Context: an optimization exercise on an open-source flow, tuned for small area, a short achievable clock period and few clock cycles. The choices shown serve that exercise and are no tape-out recipe.
In this exercise RTL edits were held to simulation tests only and were not proved equivalent to the original.
Power and IR drop assume default switching activity.

`design/flow/run.sh`:
```
#!/bin/bash
# synth_recipe.tcl (not shown) runs the flow's synth.tcl, then flattens the netlist and writes it again
# the make line also repeats each setting of config.mk as NAME=value (left out here)
make -C /OpenROAD-flow-scripts/flow DESIGN_CONFIG=/design/flow/config.mk WORK_HOME=/design/flow/orfs CLKGATE_MAP_FILE= SYNTH_SCRIPT=/design/flow/synth_recipe.tcl finish
```
`design/flow/constraint.sdc`:
```
create_clock -name core_clock -period 5.0 [get_ports {clk}]
set_input_delay 1.0000 -clock core_clock [delete_from_list [all_inputs] [get_ports {clk}]]
set_output_delay 1.0000 -clock core_clock [all_outputs]
set_load 0.01 [all_outputs]
```
`design/flow/config.mk`:
```
export PLATFORM = sky130hd
export DESIGN_NAME = top
export DESIGN_NICKNAME = top
export VERILOG_FILES = /design/flow/design.v
export SDC_FILE = /design/flow/constraint.sdc
export NUM_CORES = 4
export LEC_CHECK = 0
export CAP_MARGIN = 20
export CORE_MARGIN = 2
export CORE_UTILIZATION = 40
export SLEW_MARGIN = 20
```
`design/flow/design.v`:
```
module forward(
	input 			clk, 
	input			reset,
    input           out_valid,
	input	  [7:0] f_di, 
	output	reg		done ,
	output	reg		f_wr ,
	output	reg		f_rd ,
	output	reg 	[13:0]	f_addr ,
	output	reg 	[7:0]	f_do
	);
reg [7:0] min;
reg [3:0] counter;
reg [2:0] cs;
reg [2:0] ns;
parameter INIT = 3'd0;
parameter READ_F = 3'd1;
parameter WRITE_F = 3'd2;
parameter COUNT_5 = 3'd3;
parameter FINISH = 3'd4;
always@(posedge clk or posedge reset) begin
	if(reset) 
		cs <= INIT;
	else 
		cs <= ns;
end
always@(*) begin
	case(cs)
		INIT:
			ns = READ_F;
		READ_F:
			if(f_di) 
				ns = COUNT_5;
			else begin
				if(f_addr == 14'd16254) 
					ns = FINISH;
				else 
					ns = READ_F;
			end 
		COUNT_5:
			if(counter== 4'd5)
				ns = WRITE_F;
			else 
				ns = COUNT_5;
		WRITE_F:
			if(f_addr == 14'd16254)  
				ns = FINISH;
			else 
				ns = READ_F;
		FINISH:
			ns = INIT;
		default: 
			ns = INIT;
	endcase
end
always@(posedge clk or posedge reset)begin
	if(reset) 
		min <= 0;
	else if(done)
		min <= 0;
	else if(cs == COUNT_5) begin
		if(counter == 4'd1) 
			min <= f_di;
		else if(min > f_di) 
			min <= f_di; 
	end
end
always@(posedge clk or posedge reset)begin
	if(reset) 
		counter <= 4'd15;
	else if(done) 
		counter <= 4'd15;
	else if(ns == WRITE_F || ns == READ_F)
		counter <= 4'd0;
	else if(ns == COUNT_5)
		counter <= counter + 4'd1;
end
always@(posedge clk or posedge reset)begin
	if(reset) 
		f_rd <= 1'b0;
	else if(done) 
		f_rd <= 1'b0;
	else if((ns == READ_F || ns == COUNT_5) && out_valid==1'b1)
		f_rd <= 1'b1;
	else 
		f_rd <= 1'b0;
end
always@(posedge clk or posedge reset)begin
	if(reset) 
		f_wr <= 1'd0;
	else if(done) 
		f_wr <= 1'd0;
	else if(ns == WRITE_F && out_valid==1'b1) 
		f_wr <= 1'd1;
	else 
		f_wr <= 1'd0;
end
always@(posedge clk or posedge reset)begin
	if(reset) 
		f_addr <= 14'd129;
	else if(done) 
		f_addr <= 14'd129;
	else if(ns == COUNT_5 || cs == COUNT_5) begin
		case(counter)
			4'd0: f_addr <= f_addr - 14'd129;
			4'd1: f_addr <= f_addr + 14'd1;
			4'd2: f_addr <= f_addr + 14'd1;
			4'd3: f_addr <= f_addr + 14'd126;
			4'd4: f_addr <= f_addr + 14'd1;
		endcase
	end
	else if(cs == READ_F || cs == WRITE_F) 
		f_addr <= f_addr + 14'd1;
end
always@(posedge clk or posedge reset)begin
	if(reset) 
		f_do <= 0;
	else if(done) 
		f_do <= 0;
	else if(ns == WRITE_F) 
		f_do <= min + 1;
end
always@(posedge clk or posedge reset)begin
	if(reset) 
		done <= 1'b0;
	else if(cs == FINISH && out_valid==1'b1) 
		done <= 1'b1;
end
endmodule
module backward(
	input 			clk, 
	input			reset,
	input 		 out_valid,
	input		[7:0] b_di,
	output	reg		b_done ,
	output	reg		b_wr ,
	output	reg		b_rd ,
	output	reg 	[13:0]	b_addr ,
	output	reg 	[7:0]	b_do
	);
reg [7:0] min;
reg [3:0] counter;
wire [7:0] compute_temp;
assign compute_temp = b_di + 1;
reg [2:0] cs;
reg [2:0] ns;
parameter INIT = 3'd0;
parameter READ_B = 3'd1;
parameter WRITE_B = 3'd2;
parameter COUNT_5 = 3'd3;
parameter FINISH = 3'd4;
always@(posedge clk or posedge reset) begin
	if(reset) 
		cs <= INIT;
	else 
		cs <= ns;
end
always@(*) begin
	case(cs)
		INIT:
			ns = READ_B;
		COUNT_5:
			if(counter== 4'd5)
				ns = WRITE_B;
			else 
				ns = COUNT_5;
		READ_B:
			if(b_di) 
				ns = COUNT_5;
			else begin
				if(b_addr == 14'd128) 
					ns = FINISH;
				else 
					ns = READ_B;
			end
		WRITE_B:
			if(b_addr == 14'd128)
				ns = FINISH;
			else 
				ns = READ_B;
		FINISH:
			ns = INIT;
		default: 
			ns = INIT;
	endcase
end
always@(posedge clk or posedge reset)begin
	if(reset)
		min <= 0;
	else if(b_done) 
		min <= 0;
	else if(cs == READ_B) 
		min <= b_di;
	else if(cs == COUNT_5 && min>compute_temp )
		min <= compute_temp;
end
always@(posedge clk or posedge reset)begin
	if(reset)
		counter <= 4'd15;
	else if(b_done)
		counter <= 4'd15;
	else if(ns == WRITE_B || ns == READ_B)
		counter <= 4'd0;
	else if(ns == COUNT_5)
		counter <= counter + 4'd1;
end
always@(posedge clk or posedge reset)begin
	if(reset)
		b_rd <= 1'b0;
	else if(b_done) 
		b_rd <= 1'b0;
	else if((ns == READ_B || ns == COUNT_5) && out_valid==1'b1)
		b_rd <= 1'b1;
	else 
		b_rd <= 1'b0;
end
always@(posedge clk or posedge reset)begin
	if(reset)
		b_wr <= 1'd0;
	else if(b_done) 
		b_wr <= 1'd0;
	else if(ns == WRITE_B && out_valid==1'b1) 
		b_wr <= 1'd1;
	else 
		b_wr <= 1'd0;
end
always@(posedge clk or posedge reset)begin
	if(reset)
		b_addr <= 14'd16255;
	else if(b_done)
		b_addr <= 14'd16255;
	else if(ns == COUNT_5 || cs == COUNT_5) begin
		case(counter)  
			4'd0: b_addr <= b_addr + 14'd129;
			4'd1: b_addr <= b_addr - 14'd1;
			4'd2: b_addr <= b_addr - 14'd1;
			4'd3: b_addr <= b_addr - 14'd126;
			4'd4: b_addr <= b_addr - 14'd1;
		endcase
	end
	else if(cs == READ_B || cs == WRITE_B) 
		b_addr <= b_addr - 14'd1;
end
always@(posedge clk or posedge reset)begin
	if(reset)
		b_do <= 0;
	else if(b_done) 
		b_do <= 0;
	else if(ns == WRITE_B) 
		b_do <= min;
end
always@(posedge clk or posedge reset)begin
	if(reset) 
		b_done <= 1'b0;
	else if(cs == FINISH && out_valid==1'b1) 
		b_done <= 1'b1;
end
endmodule
module threshold(
	input 			clk, 
	input			reset,
    input           out_valid,
	input	      [7:0]  t_di,
	input	      w_b_flag,
	output	reg		done ,
	output	reg		t_wr ,
	output	reg		t_rd ,
	output	reg 	[13:0]	t_addr ,
	output	reg 	t_do
	);
reg [1:0] cs;
reg [1:0] ns;
parameter INIT = 2'd0;
parameter READ_T = 2'd1;
parameter WRITE_T = 2'd2;
parameter FINISH = 2'd3;
always@(posedge clk or posedge reset) begin
	if(reset) 
		cs <= INIT;
	else 
		cs <= ns;
end
always@(*) begin
	case(cs)
		INIT:
			ns = READ_T;
		READ_T:
			ns = WRITE_T;
		WRITE_T:
			if(t_addr == 14'd16254)  
				ns = FINISH;
			else 
				ns = READ_T;
		FINISH:
			ns = INIT;
		default: 
			ns = INIT;
	endcase
end
always@(posedge clk or posedge reset)begin
	if(reset) 
		t_rd <= 1'b0;
	else if(done)
		t_rd <= 1'b0;
	else if(ns == READ_T && out_valid==1'b1)
		t_rd <= 1'b1;
	else 
		t_rd <= 1'b0;
end
always@(posedge clk or posedge reset)begin
	if(reset) 
		t_wr <= 1'd0;
	else if(done)
		t_wr <= 1'd0;
	else if(ns == WRITE_T && out_valid==1'b1) 
		t_wr <= 1'd1;
	else 
		t_wr <= 1'd0;
end
always@(posedge clk or posedge reset)begin
	if(reset) 
		t_addr <= 14'd129;
	else if(done)
		t_addr <= 14'd129;
	else if(cs == WRITE_T) 
		t_addr <= t_addr + 14'd1;
end
always@(posedge clk or posedge reset)begin
	if(reset) 
		t_do <= 1'b1;
	else if(done)
		t_do <= 1'b1;
	else if(ns == WRITE_T && t_di > 8'd1 && w_b_flag) 
		t_do <= 1'b0;
    else if(ns == WRITE_T  && w_b_flag) 
        t_do <= 1'b1;
	else if(ns == WRITE_T && t_di > 8'd2) 
		t_do <= 1'b0;
    else if(ns == WRITE_T ) 
        t_do <= 1'b1;
end
always@(posedge clk or posedge reset)begin
	if(reset) 
		done <= 1'b0;
	else if(cs == FINISH && out_valid==1'b1) 
		done <= 1'b1;
end
endmodule
module  convolution(
  input		clk,
  input		reset,	  
  input out_valid,
  input	 c_di, 
  output	reg [7:0] 	c_do, 
  output	reg  c_wr, 
  output	reg c_rd, 
  output reg	[13:0] c_addr,
  output reg change_sel,
  output reg	done
);
reg [6:0] window_x,window_y;
reg signed  op1; 
reg [3:0] conv_cnt;
reg signed [3:0] kernel1 [0:8];
reg signed [6:0] conv_out1;
wire signed [6:0] conv_out2;
always@(posedge reset or posedge clk) begin
	if(reset)begin
    	kernel1[0] = 4'b0001;
    	kernel1[1] = 4'b0001;
    	kernel1[2] = 4'b0001;
    	kernel1[3] = 4'b0001;
    	kernel1[4] = 4'b1000; 
    	kernel1[5] = 4'b0001;
    	kernel1[6] = 4'b0001;
    	kernel1[7] = 4'b0001;
    	kernel1[8] = 4'b0001;
	end
	else begin
		kernel1[0] = 4'b0001;
		kernel1[1] = 4'b0001;
		kernel1[2] = 4'b0001;
		kernel1[3] = 4'b0001;
		kernel1[4] = 4'b1000; 
		kernel1[5] = 4'b0001;
		kernel1[6] = 4'b0001;
		kernel1[7] = 4'b0001;
		kernel1[8] = 4'b0001;
	end
end
reg [2:0] ns,cs; 
parameter INIT =2'b00; 
parameter MOVE=2'b01;
parameter CONV=2'b10;
parameter FINISH=2'b11;
always@(posedge clk or posedge reset)
begin
    if(reset)
        cs <= INIT ;
    else
        cs <= ns ;
end
always@(*)begin
    case(cs)
        INIT:
            ns=MOVE;             
        MOVE:
			ns =CONV;
		CONV:
			if(conv_cnt == 4'd10 && (&c_addr)) 
				ns=FINISH;
			else if(conv_cnt == 4'd10)
				ns=MOVE;
			else
				ns=CONV;
    	FINISH:
			ns=INIT;
    	default:
            ns=INIT;
    endcase
end
always@(posedge reset or posedge clk) begin
  if (reset)begin
	window_x <= 7'd127; 
	window_y <= 7'd127; 
  end
  else if (done)begin
	window_x <= 7'd127; 
	window_y <= 7'd127; 
  end
  else if(ns == MOVE && (&window_x))begin
	window_x <= 7'd0;
	window_y <= window_y + 7'd1;
  end
  else if(ns == MOVE)begin
	window_x <= window_x + 7'd1;
	window_y <= window_y;
  end
  else begin
	window_x <= window_x;
	window_y <= window_y;
  end
end
always@(posedge reset or posedge clk) begin
  	if (reset)
		conv_cnt <= 0;
	else if (done)
		conv_cnt <= 0;
  	else if(ns == MOVE)
		conv_cnt <= 4'd15;
	else if(ns == FINISH)
		conv_cnt <= 4'd0;
  	else if(ns == CONV)
		conv_cnt <= conv_cnt + 4'd1;
end
always@(posedge reset or posedge clk) begin
  	if (reset)
    	c_wr <= 1'b0;
 	else if (done)
   	 	c_wr <= 1'b0;
  	else if((ns == MOVE || ns == FINISH) && out_valid)begin
    	c_wr <= 1'b1;
  	end
  	else begin
    	c_wr <= 1'b0;
  	end
end
always@(posedge reset or posedge clk)begin
	if (reset)
		op1 <= 0;
 	else if (done)
		op1 <= 0;
	else if(ns==CONV && conv_cnt<4'd9)begin 
		case (conv_cnt)
			4'd0:begin
				if(window_x == 7'd0 || window_y == 7'd0)
					op1 <= 0;
				else
					op1 <= c_di;
			end 
			4'd1:begin
				if(window_y == 7'd0)
					op1 <= 0;
				else
					op1 <= c_di;
			end
			4'd2:begin
				if(window_x == 7'd127 || window_y == 7'd0)
					op1 <= 0;
				else
					op1 <= c_di;
			end
			4'd3:begin
				if(window_x == 7'd0)
					op1 <= 0;
				else
					op1 <= c_di;
			end
			4'd4:begin
				op1 <= c_di;
			end
			4'd5:begin
				if(window_x == 7'd127)
					op1 <= 0;
				else
					op1 <= c_di;
			end
			4'd6:begin
				if(window_x == 7'd0 || window_y == 7'd127)
					op1 <= 0;
				else
					op1 <= c_di;
			end
			4'd7:begin
				if(window_y == 7'd127)
					op1 <= 0;
				else
					op1 <= c_di;
			end
			4'd8:begin
				if(window_x == 7'd127 || window_y == 7'd127)
					op1 <= 0;
				else
					op1 <= c_di;
			end
			default: 
				op1 <= 0;
		endcase
  end
	else
		op1 <= 0;
end
always@(posedge reset or posedge clk)begin
	if (reset)
		conv_out1 <= 0;
 	else if (done)
		conv_out1 <= 0;
	else if(ns==CONV && conv_cnt != 4'd0 && conv_cnt<4'd10) 
		conv_out1 <= conv_out1 + op1*kernel1[conv_cnt-1];
	else
		conv_out1 <= 0;
end
assign  conv_out2 = conv_out1 + 8'd0; 
always@(posedge reset or posedge clk) begin
  	if (reset)
    	c_do <= 0;
 	else if (done)
    	c_do <= 0;
  	else if(ns == MOVE || ns == FINISH)begin
		if(conv_out2[6]) 
			c_do <= 8'd0 ;
		else
			c_do <= conv_out2 ;
	end
end
always@(posedge reset or posedge clk) begin
  	if (reset)
    	c_addr <= 0;
 	else if (done)
    	c_addr <= 0;
	else if(ns == CONV)begin
		case(conv_cnt)
			4'd15: c_addr <= {window_y-7'd1,window_x-7'd1};
			4'd0:  c_addr <= {window_y-7'd1,window_x};
			4'd1:  c_addr <= {window_y-7'd1,window_x+7'd1};
			4'd2:  c_addr <= {window_y,window_x-7'd1};
			4'd3:  c_addr <= {window_y,window_x};
			4'd4:  c_addr <= {window_y,window_x+7'd1};
			4'd5:  c_addr <= {window_y+7'd1,window_x-7'd1};
			4'd6:  c_addr <= {window_y+7'd1,window_x};
			4'd7:  c_addr <= {window_y+7'd1,window_x+7'd1};
			default: c_addr <= c_addr;
		endcase
	end
  else if (ns == MOVE || ns == FINISH)begin
    c_addr <= {window_y,window_x};
  end
end
always@(posedge reset or posedge clk) begin
	if (reset)
    	c_rd <= 0;
 	else if (done)    
		c_rd <= 0;
  	else if(ns == CONV)
   		c_rd <= 1;
  	else 
    	c_rd <= 0;
end
always@(posedge clk or posedge reset)begin
	if(reset) 
		done <= 1'b0;
	else if(cs == FINISH && out_valid==1'b1) 
		done <= 1'b1;
end
always@(posedge clk or posedge reset)begin
	if (reset)
		change_sel <= 1'b0;
 	else if (done) 
		change_sel <= 1'b0;
	else if(conv_cnt==4'd9 && out_valid==1'b1) 
		change_sel <= 1'b1;
	else
		change_sel <= 1'b0;
end
endmodule
module controller(
	input 			clk, 
	input			reset,
	input  	forward_done,
	input  	backward_done,
	input  	threshold_done,
	input   convolution_done,
	input   change_sel,
	output reg [2:0] f_RAM_sel,
	output reg [2:0] b_RAM_sel,
	output reg [2:0] t_RAM_sel,
	output reg [2:0] c_RAM_sel,
	output	reg		forward_valid,
	output	reg		backward_valid, 	
	output	reg		threshold_valid,
	output	reg		convolution_valid,
	output reg all_rst,
	output wire w_b_flag,
	output	reg		done
	);
reg [1:0] valid_cnt;  
always@(*)begin 
	valid_cnt = forward_valid + backward_valid + threshold_valid + convolution_valid;
end
reg [1:0] done_cnt;
always@(posedge clk or posedge reset)begin
	if(reset) 
		done_cnt <= 2'd0;
	else if(done_cnt == valid_cnt) 
		done_cnt <= 2'd0;
	else
		done_cnt <= forward_done + backward_done + threshold_done + convolution_done;
end
reg [3:0] pic_cnt;
always@(posedge clk or posedge reset)begin
	if(reset) 
		pic_cnt <= 4'd0;
	else if(done_cnt == valid_cnt)
		pic_cnt <= pic_cnt + 4'd1;
end
assign w_b_flag = pic_cnt>4 ? 1'b0 : 1'b1; 
always@(posedge reset or posedge clk) begin
	if (reset)begin
		all_rst <= 1'b1;
	end
	else if(done_cnt==valid_cnt)begin
		all_rst <= 1'b1;
	end
	else begin
		all_rst <= 1'b0;
	end
end
always@(posedge reset or posedge clk) begin
	if (reset)
		f_RAM_sel <= 3'b111;
	else if(!forward_valid)
		f_RAM_sel <= 3'b111; 
	else if(all_rst && f_RAM_sel == 3'd2)
		f_RAM_sel <= 3'b000;
	else if(all_rst)
		f_RAM_sel <= f_RAM_sel + 3'd1;
end
always@(posedge reset or posedge clk) begin
	if (reset)
		b_RAM_sel <= 3'b111;
	else if(all_rst && pic_cnt == 4'd1)
		b_RAM_sel <= 3'd0; 
	else if(!backward_valid)
		b_RAM_sel <= 3'b111;
	else if(all_rst == 1'b1 && b_RAM_sel == 3'd2)
		b_RAM_sel <= 3'b000;
	else if(all_rst)
		b_RAM_sel <= b_RAM_sel + 3'd1;
end
always@(posedge reset or posedge clk) begin
	if (reset)
		t_RAM_sel <= 3'b111;
	else if(all_rst && pic_cnt == 4'd2)
		t_RAM_sel <= 3'd0; 
	else if(!threshold_valid)
		t_RAM_sel <= 3'b111; 
	else if(all_rst == 1'b1 && t_RAM_sel == 3'd2)
		t_RAM_sel <= 3'd0;
	else if(all_rst)
		t_RAM_sel <= t_RAM_sel + 3'd1;
end
always@(posedge reset or posedge clk) begin
	if (reset)
		c_RAM_sel <= 3'b111;
	else if(all_rst && pic_cnt == 4'd6)
		c_RAM_sel <= 3'd0; 
	else if(!convolution_valid)
		c_RAM_sel <= 3'b111; 
	else if(change_sel)begin
		case (c_RAM_sel)
			3'd0:c_RAM_sel <= 3'd3;
			3'd1:c_RAM_sel <= 3'd0;
			3'd2:c_RAM_sel <= 3'd1; 
			default: c_RAM_sel <= 3'd7;
		endcase
	end
	else if(all_rst)
		c_RAM_sel <= c_RAM_sel + 3'd1;
	else begin
		case (c_RAM_sel)
			3'd3:c_RAM_sel <= 3'd0;
			3'd0:c_RAM_sel <= pic_cnt == 4'd6 ? 3'd0 : 3'd1;
			3'd1:c_RAM_sel <= pic_cnt == 4'd7 ? 3'd1 : 3'd2;
			3'd2:c_RAM_sel <= 3'd2; 
			default: c_RAM_sel <= 3'd7;
		endcase
	end
end
always@(posedge reset or posedge clk) begin
	if (reset)begin
		forward_valid <= 1'b1; 
	end
	else if((pic_cnt >= 4'd0) && (pic_cnt <= 4'd5))begin 
		forward_valid <= 1'b1;
	end
	else
		forward_valid <= 1'b0;
end
always@(posedge reset or posedge clk) begin
	if (reset)begin
		backward_valid <= 1'b0;
	end
	else if((pic_cnt >= 4'd1) && (pic_cnt <= 4'd6))begin
		backward_valid <= 1'b1;
	end
	else begin
		backward_valid <= 1'b0;
	end
end
always@(posedge reset or posedge clk) begin
	if (reset)begin
		threshold_valid <= 1'b0;
	end
	else if((pic_cnt >= 4'd2) && (pic_cnt <= 4'd7))begin
		threshold_valid <= 1'b1;
	end
	else begin
		threshold_valid <= 1'b0;
	end
end
always@(posedge reset or posedge clk) begin
	if (reset)begin
		convolution_valid <= 1'b0;
	end
	else if((pic_cnt >= 4'd6) && (pic_cnt <= 4'd8))begin
		convolution_valid <= 1'b1;
	end
	else begin
		convolution_valid <= 1'b0;
	end
end
always@(posedge clk or posedge reset)begin
	if(reset) 
		done <= 1'b0;
	else if(pic_cnt == 4'd9)  
		done <= 1'b1;
end
endmodule
module top(
	input 			clk, 
	input			reset,
	input  	[7:0] forward_di,
	input 	[7:0] backward_di,
    input  	[7:0] threshold_di,
    input  	[7:0] convolution_di,
    output  wire [13:0]  forward_addr,
    output  wire [13:0]  backward_addr,
    output  wire [13:0]  threshold_addr,
    output  wire [13:0]  convolution_addr,
	output	wire		forward_wr,
	output	wire		forward_rd,
	output	wire		backward_wr,
	output	wire		backward_rd,
    output	wire		threshold_wr,
    output    wire		threshold_rd,
    output	wire		convolution_wr,
    output    wire		convolution_rd,
	output	wire 	[7:0]	forward_do,
	output	wire 	[7:0]	backward_do,
    output	wire 	threshold_do,
    output	wire 	[7:0]	convolution_do,
    output wire [2:0] f_RAM_sel,
    output wire [2:0] b_RAM_sel,
    output wire [2:0] t_RAM_sel,
	output wire [2:0] c_RAM_sel,
    output	wire		done
	);
wire all_rst;
wire change_sel;
wire w_b_flag;
wire forward_done;
wire backward_done;
wire threshold_done;
wire convolution_done;
wire forward_valid;
wire backward_valid;
wire threshold_valid;
wire convolution_valid;
controller controller(
    .clk(clk),
    .reset(reset),
    .forward_done(forward_done),
    .backward_done(backward_done),
    .threshold_done(threshold_done),
    .convolution_done(convolution_done),
    .w_b_flag(w_b_flag), 
    .forward_valid(forward_valid),
    .backward_valid(backward_valid),
    .threshold_valid(threshold_valid),
    .convolution_valid(convolution_valid),
    .f_RAM_sel(f_RAM_sel),
    .b_RAM_sel(b_RAM_sel),
    .t_RAM_sel(t_RAM_sel),
    .c_RAM_sel(c_RAM_sel),
    .change_sel(change_sel),
    .all_rst(all_rst),
    .done(done)
    );
forward forward(
    .clk(clk),
    .reset(all_rst),
    .out_valid(forward_valid),
    .f_addr(forward_addr),
    .f_wr(forward_wr),
    .f_rd(forward_rd),
    .f_do(forward_do),
    .f_di(forward_di),
    .done(forward_done)
    );
backward backward( 
    .clk(clk),
    .reset(all_rst),
    .out_valid(backward_valid),
    .b_addr(backward_addr),
    .b_wr(backward_wr),
    .b_rd(backward_rd),
    .b_do(backward_do),
    .b_di(backward_di),
    .b_done(backward_done)
    );
threshold threshold(
    .clk(clk),
    .reset(all_rst),
    .out_valid(threshold_valid),
    .t_addr(threshold_addr),
    .w_b_flag(w_b_flag), 
    .t_wr(threshold_wr),
    .t_rd(threshold_rd),
    .t_do(threshold_do),
    .t_di(threshold_di),
    .done(threshold_done)
    );
convolution convolution(
    .clk(clk),
    .reset(all_rst),
    .out_valid(convolution_valid),
    .c_addr(convolution_addr),
    .c_wr(convolution_wr),
    .c_rd(convolution_rd),
    .c_do(convolution_do),
    .c_di(convolution_di[0]),
    .change_sel(change_sel),
    .done(convolution_done)
    );
endmodule
```
==> summary.txt <==
- Sequential area share after synthesis: approximately 37%
- Global placement routability congestion: approximately 0.9
- Hold WC Path Type: reg2reg
- Placed cell count: 1850
- Fin crit period: 3.80 ns
- YS warnings: 6
- Vias in the first global route: ~11000
- Layout Skew: 0.0180 ns
- Area of the multi-input gates: 0.00703 mm²
- Max-cap violations: 0
- Worst path most repeated cell: ha_1
- Critical Path Fanout Max: 5
- Post-CTS Setup Bufs: 0
- Worst path required time: about 5.3 ns
- Synthesized area per cell: between 8 and 9 µm²
- Worst Tran Pin Value: between 1 and 1.5 ns
- DR DRC count: 0
- Fin Setup TNS: 0 ns
- Post-CTS sizing: 0
- RSZ-0062 raised after global routing: no
- H-tree levels: 4
- Port bufs: 126
- Crit start category: input port
- # setup viols final: 0
- Fin area: between 0.01 and 0.015 mm²
- Worst hold slack: between 0.4 and 0.5 ns
- Normalized max-slew margin: ~32%
- TritonCTS Buffers: 17
- Clock insertion delay at the later pin of the skew report: 0.43 ns
- Post-synth EDFFs: 0
- Leakage: roughly 5.8 nW
- CTS Sinks: 176
- Gr usage total: a little over a fifth
- Via count: approximately 11000
- Fin crit share: between 70% and 80%
- Total routed wirelength: 32800 µm
- Initial Util: just over 40%
- Worst-path clk slew: ~0.07 ns
- Die H: between 150 and 200 µm
- WL per Instance: 17.4 µm
- Fin. max-slew vios: 0
- Mapped Cells: 1417
- CP arrival: around 4 ns
- NumNets Final: approximately 1600
- Die ar.: 0.0319 mm²
- Area Growth Syn to Fin: 16.7%
- Status: complete, no violations
- Post-DP Area: 0.0136 mm²
- Critical Path Max Stage Delay: ~0.53 ns
- Die Wd: between 150 and 200 µm
- Post-CTS Hold Buffers: 0
- Final ANT Viol Nets: 0
- # rows: 63
- Global route overflow: 0
- CP Class: in2reg
- Crit path cell chain: clkdlybuf4s50_1, ha_1, and3_1, nand3_1, xor2_1, ha_1, a21o_1, a21oi_1, nand2b_1, o21a_1, o21ai_0, a211oi_1
- CTS root buf: clkbuf_16
- CTS tree: yes
- Final Non-Filler Cells: approximately 1900
- Longest Clk Path Bufs: 2
- Pwr Density: between 300 and 400 mW/mm²
- Initial antenna violation count: 0
- Share of cells above drive strength 1: 8.31%
- WP buf/inv: 1
- Io pins: ~140
- Mapped Area: roughly 0.012 mm²
- Predominant post-synthesis flop cell: dfrtp_1
- FF+latch area: around 0.0045 mm²
- Ys async rst share: between 90% and 100%
- Dpl hpwl: 22600 µm
- Initial DRT Pass Iterations: 5
- Total power: roughly 0.0049 W
- Core area: about 0.030 mm²
- Final Hold Fails: 0
- Vias per cell: slightly below 6
- Netlist cell types: 78
- Global-route wire length before repair: about 55000 µm
- Fillers: roughly 2900
- Max rail drop VDD: 0.215 mV
- Ant. Diodes: 0
- Detailed Route Iter0 Violations: roughly 840
- Crit path max-delay family: compound AO/OA/AOI/OAI gates
- Crit end category: flip-flop
- CP max stage cell: o21ai_0
- Fmax: 263 MHz
- Largest net degree at the start of global routing: 99
- Seq cells post-synth: between 150 and 200
kinds of logic after synthesis:
family / share of synthesized area, %
compound gates: 21.0
xor+xnor: 4.51
fa+ha+maj: 8.30
buf+inv: 5.67
flops: 36.7
mux: 1.97
other cells: 0.0308
simple gates: 21.9
layout make-up:
type,instances,share of cell area (%)
multi-input combinational,1071,49.4
sequential,176,31.4
timing repair buffer,138,9.53
tap,390,3.43
clock buffer,17,2.99
inverter,76,2.04
clock inverter,15,1.13
cells in the final DEF, fill, tap and decap left out, types with 19 or more instances in the layout:
master	count
dfstp_2	54
nor2b_1	19
o21ai_0	87
nor2_1	134
xor2_1	23
inv_1	72
nand2b_1	33
ha_1	76
and3_1	19
mux2i_1	24
xnor2_1	37
clkdlybuf4s50_1	126
dfrtp_1	122
nand2_1	95
a211oi_1	24
nand3_1	54
a31oi_1	21
nor4_1	23
a21oi_1	80
nor3_1	52
Yosys cell counts, drive strengths merged, types with 8 or more instances:
cell	number	share of area (%)
nor4	23	1.2
inv	76	2.3
a21oi	80	3.3
o22ai	12	0.62
dfstp	54	12
dfrtp	122	25
a31oi	21	1.1
nand4	18	0.92
and3	19	0.98
or4	9	0.55
o21a	9	0.55
nor2b	20	1.1
xnor2	37	2.7
a211oi	25	1.5
nor3	52	2.1
nor3b	12	0.74
xor2	23	1.7
mux2i	24	2.0
o211ai	10	0.62
nand2b	33	1.7
a21o	8	0.49
nand3	54	2.2
or3	14	0.76
nand2	95	2.9
a22o	11	0.79
a31o	8	0.57
ha	76	7.8
nand3b	13	0.80
o21ai	93	3.9
a221oi	9	0.65
a22oi	8	0.49
a221o	10	0.82
clkbuf	79	2.4
buf	16	0.89
nor2	134	4.1
o31ai	10	0.62
worst reg2reg max path, stage by stage (launching register included):
cell	delay, ns
dfrtp_1	0.48
inv_1	0.12
ha_1	0.36
o31ai_1	0.28
a21boi_1	0.26
ha_1	0.30
fa_1	0.41
a21o_1	0.17
a21oi_1	0.23
o21bai_1	0.10
a21oi_1	0.16
xor3_1	0.23
nor2_1	0.08
layer usage:
metal / vias up / wire length (µm) / track usage [%]
met3: 33 / 1720 / 3.43
met1: 5344 / 15300 / 28.9
met4: 0 / 436 / 5.52
met5: - / 0 / 0
met2: 339 / 15400 / 34.2
li1: 5271 / - / -
final timing paths:
| kind | endpoint | slack (ns) | cells after the start | from |
|---|---|---|---|---|
| min in group asynchronous | backward.min[1]$_DFFE_PP0P_ | 0.61 | 1 | controller.all_rst$_DFF_PP1_ |
| setup reg to reg | convolution.conv_out1[6]$_DFF_PP0_ | 1.74 | 12 | convolution.conv_cnt[0]$_DFFE_PP0P_ |
| max in group asynchronous | backward.b_do[5]$_DFFE_PP0P_ | 3.08 | 2 | controller.all_rst$_DFF_PP1_ |
| setup / recovery | backward.min[5]$_DFFE_PP0P_ | 1.20 | 12 | backward_di[0] |
| hold / removal | controller.done$_DFFE_PP0N_ | 0.48 | 1 | controller.done$_DFFE_PP0N_ |
| hold reg to reg | controller.done$_DFFE_PP0N_ | 0.48 | 1 | controller.done$_DFFE_PP0N_ |
through the flow:
step,setup slack [ns],util (%)
2_1_floorplan,0.308,-
3_3_place_gp,0.784,45.7
3_5_place_dp,0.739,45.7
4_1_cts,1.20,47.7
5_1_grt,0.989,47.7
6_report,1.20,47.7
state kept, by name, indices dropped and copies added (netlist names), 4 cells and up:
| signal | cells |
|---|---|
| forward.min | 8 |
| backward.b_do | 8 |
| convolution.window_y | 7 |
| convolution.conv_out1 | 7 |
| backward.b_addr | 14 |
| convolution.conv_cnt | 4 |
| backward.min | 8 |
| controller.pic_cnt | 4 |
| forward.counter | 4 |
| convolution.c_addr | 14 |
| forward.f_addr | 14 |
| convolution.c_do | 6 |
| threshold.t_addr | 14 |
| forward.f_do | 8 |
| backward.counter | 4 |
| convolution.window_x | 7 |
where the power goes:
group / switching, W / leakage (nW) / internal [W]
sequential: 0.000275 / 2.09 / 0.00160
clock: 0.000629 / 0.287 / 0.000746
combinational: 0.000898 / 3.46 / 0.000765
total: 0.00180 / 5.83 / 0.00311
Testbench counts, summed over its fixed seeds: cycles 12,181,278.

static timing again, ports no longer ideal:
Ports are ideal in the flow. The routed layout listed here was re-timed in OpenROAD.
Step 1 assumes that a clkbuf_16 drives the clock port and a buf_2 every other input.
Step 2 adds t to the input delays and takes it off the output delays; t is the mean of the earliest and latest rising clock arrival at the registers after step 1. Input paths then give back, and output paths get back, about the clock's delay inside the block.
Three values: no drivers, after step 1, after step 2; two values: the first two.
t, ns: 0.478
setup slack, ns: 1.204 / 1.227 / 0.749
hold WS [ns]: 0.482 / 0.482 / 0.482
worst setup path after step 2: input to register
latest minus earliest clock arrival (ns): 0.018 / 0.018
After both steps setup and hold are still met in this run. For this run, drivers alone change the setup slack by +0.023 ns; drivers and shift together by -0.455 ns.
